This is an optimization exercise on Yosys and OpenROAD, whose aim is small area, a short achievable clock period and few clock cycles per item, not a production implementation.
Function was checked by simulation only, so behaviour that the tests miss may differ from the original.
Power is estimated from default activity; no workload was simulated.

==> v30 <==
==> flow/design.v <==
module sorting(
    input             clk_i,
    input             rst_ni,
    input             start_clear_i,  
    input [31:0]      nums_i,         
    output reg        valid_o,        
    output [31:0]     sorted_nums_o   
);
    function [7:0] ce;
        input [3:0] a, b;
        reg g, l, ng, nl, sel;
        reg [3:0] lo, hi;
        integer i;
        begin
            g = 1'b0;
            l = 1'b0;
            for (i = 3; i >= 0; i = i - 1) begin
                sel = g | (~l & a[i]);
                lo[i] = sel ? b[i] : a[i];
                hi[i] = sel ? a[i] : b[i];
                ng = g | (~l & a[i] & ~b[i]);
                nl = l | (~g & ~a[i] & b[i]);
                g = ng;
                l = nl;
            end
            ce = {hi, lo};
        end
    endfunction
    wire [3:0] a0 = nums_i[3:0];
    wire [3:0] a1 = nums_i[7:4];
    wire [3:0] a2 = nums_i[11:8];
    wire [3:0] a3 = nums_i[15:12];
    wire [3:0] a4 = nums_i[19:16];
    wire [3:0] a5 = nums_i[23:20];
    wire [3:0] a6 = nums_i[27:24];
    wire [3:0] a7 = nums_i[31:28];
    wire [3:0] b0, b1, b2, b3, b4, b5, b6, b7;
    assign {b2, b0} = ce(a0, a2);
    assign {b3, b1} = ce(a1, a3);
    assign {b6, b4} = ce(a4, a6);
    assign {b7, b5} = ce(a5, a7);
    wire [3:0] c0, c1, c2, c3, c4, c5, c6, c7;
    assign {c4, c0} = ce(b0, b4);
    assign {c5, c1} = ce(b1, b5);
    assign {c6, c2} = ce(b2, b6);
    assign {c7, c3} = ce(b3, b7);
    wire [3:0] d0, d1, d2, d3, d4, d5, d6, d7;
    assign {d1, d0} = ce(c0, c1);
    assign {d3, d2} = ce(c2, c3);
    assign {d5, d4} = ce(c4, c5);
    assign {d7, d6} = ce(c6, c7);
    wire [3:0] f2, f3, f4, f5;
    assign {f4, f2} = ce(d2, d4);
    assign {f5, f3} = ce(d3, d5);
    wire [3:0] g1, g3, g4, g6;
    assign {g4, g1} = ce(d1, f4);
    assign {g6, g3} = ce(f3, d6);
    reg [31:0] mid;
    always @(posedge clk_i) begin
        if (rst_ni == 1'b0)
            valid_o <= 1'b0;
        else
            valid_o <= start_clear_i;
    end
    always @(posedge clk_i) begin
        if (valid_o == 1'b0)
            mid <= {d7, g6, f5, g4, g3, f2, g1, d0};
    end
    wire [3:0] e0 = mid[3:0];
    wire [3:0] e1 = mid[7:4];
    wire [3:0] e2 = mid[11:8];
    wire [3:0] e3 = mid[15:12];
    wire [3:0] e4 = mid[19:16];
    wire [3:0] e5 = mid[23:20];
    wire [3:0] e6 = mid[27:24];
    wire [3:0] e7 = mid[31:28];
    assign sorted_nums_o[3:0]  = e0;
    assign {sorted_nums_o[11:8],   sorted_nums_o[7:4]}   = ce(e1, e2);
    assign {sorted_nums_o[19:16],  sorted_nums_o[15:12]} = ce(e3, e4);
    assign {sorted_nums_o[27:24],   sorted_nums_o[23:20]}  = ce(e5, e6);
    assign sorted_nums_o[31:28] = e7;
endmodule
==> flow/flow/run.sh <==
#!/bin/bash
# The standard layout with two changes:
#  - synthesis maps with flow/map.abc (ABC's area script with a required time,
#    so it recovers area off the critical paths); everything else in the
#    synthesis script, register names included, is the standard flow's own;
#  - the port buffers are plain buf_2 cells in place of the delay cells
#    buffer_ports picks by default. Every port still gets a buffer.
set -euo pipefail
W=$(pwd)
sed "s#log_cmd abc {\*}\$abc_args#log_cmd abc {*}[lreplace \$abc_args 1 1 $W/flow/map.abc]#" \
    "$FLOW_HOME/scripts/synth.tcl" > "$W/flow_synth.tcl"
grep -q "flow/map.abc" "$W/flow_synth.tcl"
sed "s#source \$::env(SCRIPTS_DIR)/synth.tcl#source $W/flow_synth.tcl#" \
    "$W/synth_recipe.tcl" > "$W/flow_synth_recipe.tcl"
grep -q "flow_synth.tcl" "$W/flow_synth_recipe.tcl"
sed "s#SYNTH_SCRIPT=[^ ]*#SYNTH_SCRIPT=$W/flow_synth_recipe.tcl#" "$W/standard.sh" > "$W/flow_standard.sh"
grep -q "flow_synth_recipe.tcl" "$W/flow_standard.sh"
export BUFFER_PORTS_ARGS="-buffer_cell sky130_fd_sc_hd__buf_2"
bash "$W/flow_standard.sh" > "$W/flow_standard.log" 2>&1
==> flow/flow/map.abc <==
strash
dch
map -D 3600 -B 0.9
topo
stime -c
buffer -c
upsize -c
dnsize -c
==> flow/standard.sh <==
#!/bin/bash
# synth_recipe.tcl (not shown) runs the flow's synth.tcl, then flattens the netlist and writes it again
# the make line also repeats each setting of config.mk as NAME=value (left out here)
make -C /OpenROAD-flow-scripts/flow DESIGN_CONFIG=/design/flow/config.mk WORK_HOME=/design/flow/orfs CLKGATE_MAP_FILE= SYNTH_SCRIPT=/design/flow/synth_recipe.tcl "${@:-finish}"
==> flow/config.mk <==
export PLATFORM = sky130hd
export DESIGN_NAME = sorting
export DESIGN_NICKNAME = sorting
export VERILOG_FILES = /design/flow/design.v
export SDC_FILE = /design/flow/constraint.sdc
export NUM_CORES = 4
export LEC_CHECK = 0
export ABC_AREA = 1
export CAP_MARGIN = 20
export CORE_MARGIN = 2
export CORE_UTILIZATION = 40
export PLACE_DENSITY = 0.6
export SLEW_MARGIN = 20
==> flow/constraint.sdc <==
create_clock -name core_clock -period 8.0 [get_ports {clk_i}]
set_input_delay 1.6000 -clock core_clock [delete_from_list [all_inputs] [get_ports {clk_i}]]
set_output_delay 1.6000 -clock core_clock [all_outputs]
set_load 0.01 [all_outputs]
==> inputs of v11, as changes to v30 <==
--- a/flow/design.v
+++ b/flow/design.v
@@ -9,5 +9,5 @@
     function [7:0] ce;
         input [3:0] a, b;
-        reg g, l, ng, nl, sel;
+        reg g, l, ng, nl;
         reg [3:0] lo, hi;
         integer i;
@@ -16,7 +16,6 @@
             l = 1'b0;
             for (i = 3; i >= 0; i = i - 1) begin
-                sel = g | (~l & a[i]);
-                lo[i] = sel ? b[i] : a[i];
-                hi[i] = sel ? a[i] : b[i];
+                lo[i] = (a[i] & b[i]) | (g & b[i]) | (l & a[i]);
+                hi[i] = (a[i] | b[i]) & (~g | a[i]) & (~l | b[i]);
                 ng = g | (~l & a[i] & ~b[i]);
                 nl = l | (~g & ~a[i] & b[i]);
==> flow/flow/run.sh (replaced) <==
#!/bin/bash
# The standard layout, with plain buf_2 cells as the port buffers in place of
# the delay cells buffer_ports picks by default. Every port still gets a buffer.
set -euo pipefail
export BUFFER_PORTS_ARGS="-buffer_cell sky130_fd_sc_hd__buf_2"
bash standard.sh > standard.log 2>&1
removed: flow/flow/map.abc
==> inputs of v37, as changes to v30 <==
--- a/flow/design.v
+++ b/flow/design.v
@@ -9,18 +9,17 @@
     function [7:0] ce;
         input [3:0] a, b;
-        reg g, l, ng, nl, sel;
+        reg g, l, sl, sh;
         reg [3:0] lo, hi;
         integer i;
         begin
-            g = 1'b0;
-            l = 1'b0;
+            g = 1'b0;    
+            l = 1'b0;    
             for (i = 3; i >= 0; i = i - 1) begin
-                sel = g | (~l & a[i]);
-                lo[i] = sel ? b[i] : a[i];
-                hi[i] = sel ? a[i] : b[i];
-                ng = g | (~l & a[i] & ~b[i]);
-                nl = l | (~g & ~a[i] & b[i]);
-                g = ng;
-                l = nl;
+                sl = g | (~l & ~b[i]);
+                sh = g | (~l & a[i]);
+                lo[i] = sl ? b[i] : a[i];
+                hi[i] = sh ? a[i] : b[i];
+                g = sh & (g | ~b[i]);
+                l = ~sh & (l | b[i]);
             end
             ce = {hi, lo};
@@ -53,7 +52,4 @@
     assign {f4, f2} = ce(d2, d4);
     assign {f5, f3} = ce(d3, d5);
-    wire [3:0] g1, g3, g4, g6;
-    assign {g4, g1} = ce(d1, f4);
-    assign {g6, g3} = ce(f3, d6);
     reg [31:0] mid;
     always @(posedge clk_i) begin
@@ -65,5 +61,5 @@
     always @(posedge clk_i) begin
         if (valid_o == 1'b0)
-            mid <= {d7, g6, f5, g4, g3, f2, g1, d0};
+            mid <= {d7, d6, f5, f4, f3, f2, d1, d0};
     end
     wire [3:0] e0 = mid[3:0];
@@ -75,8 +71,11 @@
     wire [3:0] e6 = mid[27:24];
     wire [3:0] e7 = mid[31:28];
+    wire [3:0] g1, g3, g4, g6;
+    assign {g4, g1} = ce(e1, e4);
+    assign {g6, g3} = ce(e3, e6);
     assign sorted_nums_o[3:0]  = e0;
-    assign {sorted_nums_o[11:8],   sorted_nums_o[7:4]}   = ce(e1, e2);
-    assign {sorted_nums_o[19:16],  sorted_nums_o[15:12]} = ce(e3, e4);
-    assign {sorted_nums_o[27:24],   sorted_nums_o[23:20]}  = ce(e5, e6);
+    assign {sorted_nums_o[11:8],   sorted_nums_o[7:4]}   = ce(g1, e2);
+    assign {sorted_nums_o[19:16],  sorted_nums_o[15:12]} = ce(g3, g4);
+    assign {sorted_nums_o[27:24],   sorted_nums_o[23:20]}  = ce(e5, g6);
     assign sorted_nums_o[31:28] = e7;
 endmodule
==> flow/flow/run.sh (replaced) <==
#!/bin/bash
# The standard layout with two changes:
#  - synthesis is the standard flow's own script with its one ABC mapping call replaced by
#    the two in flow/split_abc.tcl (register names and every other step are
#    unchanged);
#  - the port buffers are plain buf_1 cells in place of the delay cells
#    buffer_ports picks by default. Every port still gets a buffer.
set -euo pipefail
W=$(pwd)
export FLOW_DIR="$W/flow"
awk -v f="$W/flow/split_abc.tcl" '
  $0 == "  log_cmd abc {*}$abc_args" { while ((getline l < f) > 0) print l; n++; next }
  { print }
  END { if (n != 1) exit 1 }' "$FLOW_HOME/scripts/synth.tcl" > "$W/flow_synth.tcl"
sed "s#source \$::env(SCRIPTS_DIR)/synth.tcl#source $W/flow_synth.tcl#" \
    "$W/synth_recipe.tcl" > "$W/flow_synth_recipe.tcl"
grep -q "flow_synth.tcl" "$W/flow_synth_recipe.tcl"
sed "s#SYNTH_SCRIPT=[^ ]*#SYNTH_SCRIPT=$W/flow_synth_recipe.tcl#" "$W/standard.sh" > "$W/flow_standard.sh"
grep -q "flow_synth_recipe.tcl" "$W/flow_standard.sh"
export BUFFER_PORTS_ARGS="-buffer_cell sky130_fd_sc_hd__buf_1"
bash "$W/flow_standard.sh" > "$W/flow_standard.log" 2>&1
==> flow/flow/map_in.abc (new file) <==
strash
dc2
dch
map -D 3000 -B 0.9
topo
stime -c
buffer -c
upsize -c
dnsize -c
==> flow/flow/map_out.abc (new file) <==
strash
dch
map -B 0.9
topo
stime -c
buffer -c
upsize -c
dnsize -c
==> flow/flow/split_abc.tcl (new file) <==
# Replaces synth.tcl's single abc call. The logic from the register to the
# outputs (the cone of sorted_nums_o, stopping at flip-flops) is mapped first
# with ORFS's delay-driven area script (map_out.abc); the rest, from the inputs
# to the register, is then mapped with map_in.abc, which adds a required time
# so ABC recovers area off the critical paths.
select -set outcone o:sorted_nums_o %ci*:-sky130_fd_sc_hd__edfxtp_1:-sky130_fd_sc_hd__dfxtp_1
log_cmd abc {*}[lreplace $abc_args 1 1 $::env(FLOW_DIR)/map_out.abc] @outcone
log_cmd abc {*}[lreplace $abc_args 1 1 $::env(FLOW_DIR)/map_in.abc]
--- a/flow/config.mk
+++ b/flow/config.mk
@@ -9,5 +9,5 @@
 export CAP_MARGIN = 20
 export CORE_MARGIN = 2
-export CORE_UTILIZATION = 40
+export CORE_UTILIZATION = 55
 export PLACE_DENSITY = 0.6
 export SLEW_MARGIN = 20
removed: flow/flow/map.abc
==> inputs of v18, as changes to v30 <==
--- a/flow/design.v
+++ b/flow/design.v
@@ -9,5 +9,5 @@
     function [7:0] ce;
         input [3:0] a, b;
-        reg g, l, ng, nl, sel;
+        reg g, l, sel;
         reg [3:0] lo, hi;
         integer i;
@@ -16,11 +16,9 @@
             l = 1'b0;
             for (i = 3; i >= 0; i = i - 1) begin
-                sel = g | (~l & a[i]);
+                sel = ~l & (g | a[i]);
                 lo[i] = sel ? b[i] : a[i];
                 hi[i] = sel ? a[i] : b[i];
-                ng = g | (~l & a[i] & ~b[i]);
-                nl = l | (~g & ~a[i] & b[i]);
-                g = ng;
-                l = nl;
+                g = sel & (g | ~b[i]);
+                l = ~sel & (l | b[i]);
             end
             ce = {hi, lo};
@@ -53,7 +51,4 @@
     assign {f4, f2} = ce(d2, d4);
     assign {f5, f3} = ce(d3, d5);
-    wire [3:0] g1, g3, g4, g6;
-    assign {g4, g1} = ce(d1, f4);
-    assign {g6, g3} = ce(f3, d6);
     reg [31:0] mid;
     always @(posedge clk_i) begin
@@ -65,5 +60,5 @@
     always @(posedge clk_i) begin
         if (valid_o == 1'b0)
-            mid <= {d7, g6, f5, g4, g3, f2, g1, d0};
+            mid <= {d7, d6, f5, f4, f3, f2, d1, d0};
     end
     wire [3:0] e0 = mid[3:0];
@@ -75,8 +70,11 @@
     wire [3:0] e6 = mid[27:24];
     wire [3:0] e7 = mid[31:28];
+    wire [3:0] g1, g3, g4, g6;
+    assign {g4, g1} = ce(e1, e4);
+    assign {g6, g3} = ce(e3, e6);
     assign sorted_nums_o[3:0]  = e0;
-    assign {sorted_nums_o[11:8],   sorted_nums_o[7:4]}   = ce(e1, e2);
-    assign {sorted_nums_o[19:16],  sorted_nums_o[15:12]} = ce(e3, e4);
-    assign {sorted_nums_o[27:24],   sorted_nums_o[23:20]}  = ce(e5, e6);
+    assign {sorted_nums_o[11:8],   sorted_nums_o[7:4]}   = ce(g1, e2);
+    assign {sorted_nums_o[19:16],  sorted_nums_o[15:12]} = ce(g3, g4);
+    assign {sorted_nums_o[27:24],   sorted_nums_o[23:20]}  = ce(e5, g6);
     assign sorted_nums_o[31:28] = e7;
 endmodule
==> flow/flow/run.sh (replaced) <==
#!/bin/bash
# The standard layout with two changes:
#  - synthesis is the standard flow's own script with its one ABC mapping call replaced by
#    the two in flow/split_abc.tcl (register names and every other step are
#    unchanged);
#  - the port buffers are plain buf_1 cells in place of the delay cells
#    buffer_ports picks by default. Every port still gets a buffer.
set -euo pipefail
W=$(pwd)
export FLOW_DIR="$W/flow"
awk -v f="$W/flow/split_abc.tcl" '
  $0 == "  log_cmd abc {*}$abc_args" { while ((getline l < f) > 0) print l; n++; next }
  { print }
  END { if (n != 1) exit 1 }' "$FLOW_HOME/scripts/synth.tcl" > "$W/flow_synth.tcl"
sed "s#source \$::env(SCRIPTS_DIR)/synth.tcl#source $W/flow_synth.tcl#" \
    "$W/synth_recipe.tcl" > "$W/flow_synth_recipe.tcl"
grep -q "flow_synth.tcl" "$W/flow_synth_recipe.tcl"
sed "s#SYNTH_SCRIPT=[^ ]*#SYNTH_SCRIPT=$W/flow_synth_recipe.tcl#" "$W/standard.sh" > "$W/flow_standard.sh"
grep -q "flow_synth_recipe.tcl" "$W/flow_standard.sh"
export BUFFER_PORTS_ARGS="-buffer_cell sky130_fd_sc_hd__buf_1"
bash "$W/flow_standard.sh" > "$W/flow_standard.log" 2>&1
==> flow/flow/map_in.abc (new file) <==
strash
dc2
dch
map -D 3000 -B 0.9
topo
stime -c
buffer -c
upsize -c
dnsize -c
==> flow/flow/map_out.abc (new file) <==
strash
dch
map -B 0.9
topo
stime -c
buffer -c
upsize -c
dnsize -c
==> flow/flow/split_abc.tcl (new file) <==
# Replaces synth.tcl's single abc call. The logic from the register to the
# outputs (the cone of sorted_nums_o, stopping at flip-flops) is mapped first
# with ORFS's delay-driven area script (map_out.abc); the rest, from the inputs
# to the register, is then mapped with map_in.abc, which adds a required time
# so ABC recovers area off the critical paths.
select -set outcone o:sorted_nums_o %ci*:-sky130_fd_sc_hd__edfxtp_1:-sky130_fd_sc_hd__dfxtp_1
log_cmd abc {*}[lreplace $abc_args 1 1 $::env(FLOW_DIR)/map_out.abc] @outcone
log_cmd abc {*}[lreplace $abc_args 1 1 $::env(FLOW_DIR)/map_in.abc]
--- a/flow/config.mk
+++ b/flow/config.mk
@@ -9,5 +9,5 @@
 export CAP_MARGIN = 20
 export CORE_MARGIN = 2
-export CORE_UTILIZATION = 40
+export CORE_UTILIZATION = 55
 export PLACE_DENSITY = 0.6
 export SLEW_MARGIN = 20
removed: flow/flow/map.abc
==> flow_summary.yaml <==
worst_setup_path:
  crit_top_cell: "sky130_fd_sc_hd__nand2_1"
  critical_path.reg2reg.endpoint: "mid[10]$_DFFE_PN_"
  worst_setup_path_startpoint: "mid[7]$_SDFFCE_PP1N_"
  ff2ff_path_depth: 1
run_status:
  outcome: "timing/DRC/antenna clean"
layout:
  layout.core_utilization_pct: 65.0
  post_route_cells_drive_above_1_share_pct: 4.70
power_and_ir_drop:
  static-leakage-power_nw: 2.27
  cellInternalPower_mw: 0.432
drt:
  met2_length_um: 4220
  wirelength_um: 8620
grt:
  global_route_wire_length_before_repair_um: 14700
floorplan:
  floorplan.tapcells: 75
(the above is from v37)
==> flow_summary.yaml <==
worst_setup_path:
  crit_top_cell: "sky130_fd_sc_hd__nor2_1"
  ff2ff_path_depth: 2
  worst_setup_path_startpoint: "mid[11]$_SDFFCE_PN0N_"
power_and_ir_drop:
  cellInternalPower_mw: 0.495
drt:
  wirelength_um: 8370
  met2_length_um: 4090
run_status:
  outcome: "timing/DRC/antenna clean"
floorplan:
  floorplan.tapcells: 108
layout:
  layout.core_utilization_pct: 47.9
  post_route_cells_drive_above_1_share_pct: 16.2
grt:
  global_route_wire_length_before_repair_um: 14600
(the above is from v30)
==> flow_summary.yaml <==
run_status:
  outcome: "timing/DRC/antenna clean"
grt:
  global_route_wire_length_before_repair_um: 18700
layout:
  layout.core_utilization_pct: 46.1
  post_route_cells_drive_above_1_share_pct: 18.0
worst_setup_path:
  ff2ff_path_depth: 1
  worst_setup_path_startpoint: "mid[19]$_DFFE_PN_"
drt:
  met2_length_um: 5290
power_and_ir_drop:
  cellInternalPower_mw: 0.475
  static-leakage-power_nw: 3.04
(the above is from v11)
==> flow_summary.yaml <==
run_status:
  outcome: "timing/DRC/antenna clean"
power_and_ir_drop:
  cellInternalPower_mw: 0.444
  static-leakage-power_nw: 2.30
grt:
  global_route_wire_length_before_repair_um: 14600
worst_setup_path:
  critical_path.reg2reg.endpoint: "mid[31]$_SDFFCE_PP1N_"
  crit_top_cell: "sky130_fd_sc_hd__nand2_1"
  worst_setup_path_startpoint: "mid[27]$_SDFFCE_PN0N_"
  ff2ff_path_depth: 1
  path_depth: 10
layout:
  layout.core_utilization_pct: 63.6
drt:
  wirelength_um: 8250
  met2_length_um: 4000
synthesis:
  synth_cells: 640
(the above is from v18)
Testbench counts of v30, summed over its fixed seeds: cycles 4,000, sorts 2,000.
Testbench counts of v11, summed over its fixed seeds: cycles 4,000, sorts 2,000.
Testbench counts of v37, summed over its fixed seeds: cycles 4,000, sorts 2,000.
Testbench counts of v18, summed over its fixed seeds: cycles 4,000, sorts 2,000.

## static timing again, ports no longer ideal
How much do the figures lean on ideal ports? The routed layouts below were timed once more, with nothing changed but the port constraints.
Step 1 sets driving cells, clkbuf_16 on the clock port and buf_2 on the other inputs (assumed; they add their load-dependent delay and slew).
Step 2, shift: input delay + t, output delay - t, t = (earliest + latest rising clock arrival at the registers) / 2. This alone moves slack from input paths to output paths.
a / b / c = ideal / step 1 / step 2; a / b = the first two.
| run | shift t [ns] | setup slack, ns | worst setup path after step 2 | slew at the worst register clock pin (ns) |
|---|---|---|---|---|
| v30 | 0.309 | 4.189 / 4.161 / 3.976 | input to register | 0.07 / 0.07 |
| v11 | 0.311 | 4.466 / 4.435 / 4.254 | input to register | 0.07 / 0.07 |
| v37 | 0.304 | 4.509 / 4.482 / 4.255 | input to register | 0.07 / 0.07 |
| v18 | 0.308 | 4.508 / 4.482 / 4.276 | input to register | 0.06 / 0.06 |
After both steps setup and hold are still met in every run listed. The setup slack of v37, which loses most, moves by -0.027 ns with the drivers and by -0.254 ns with both steps.
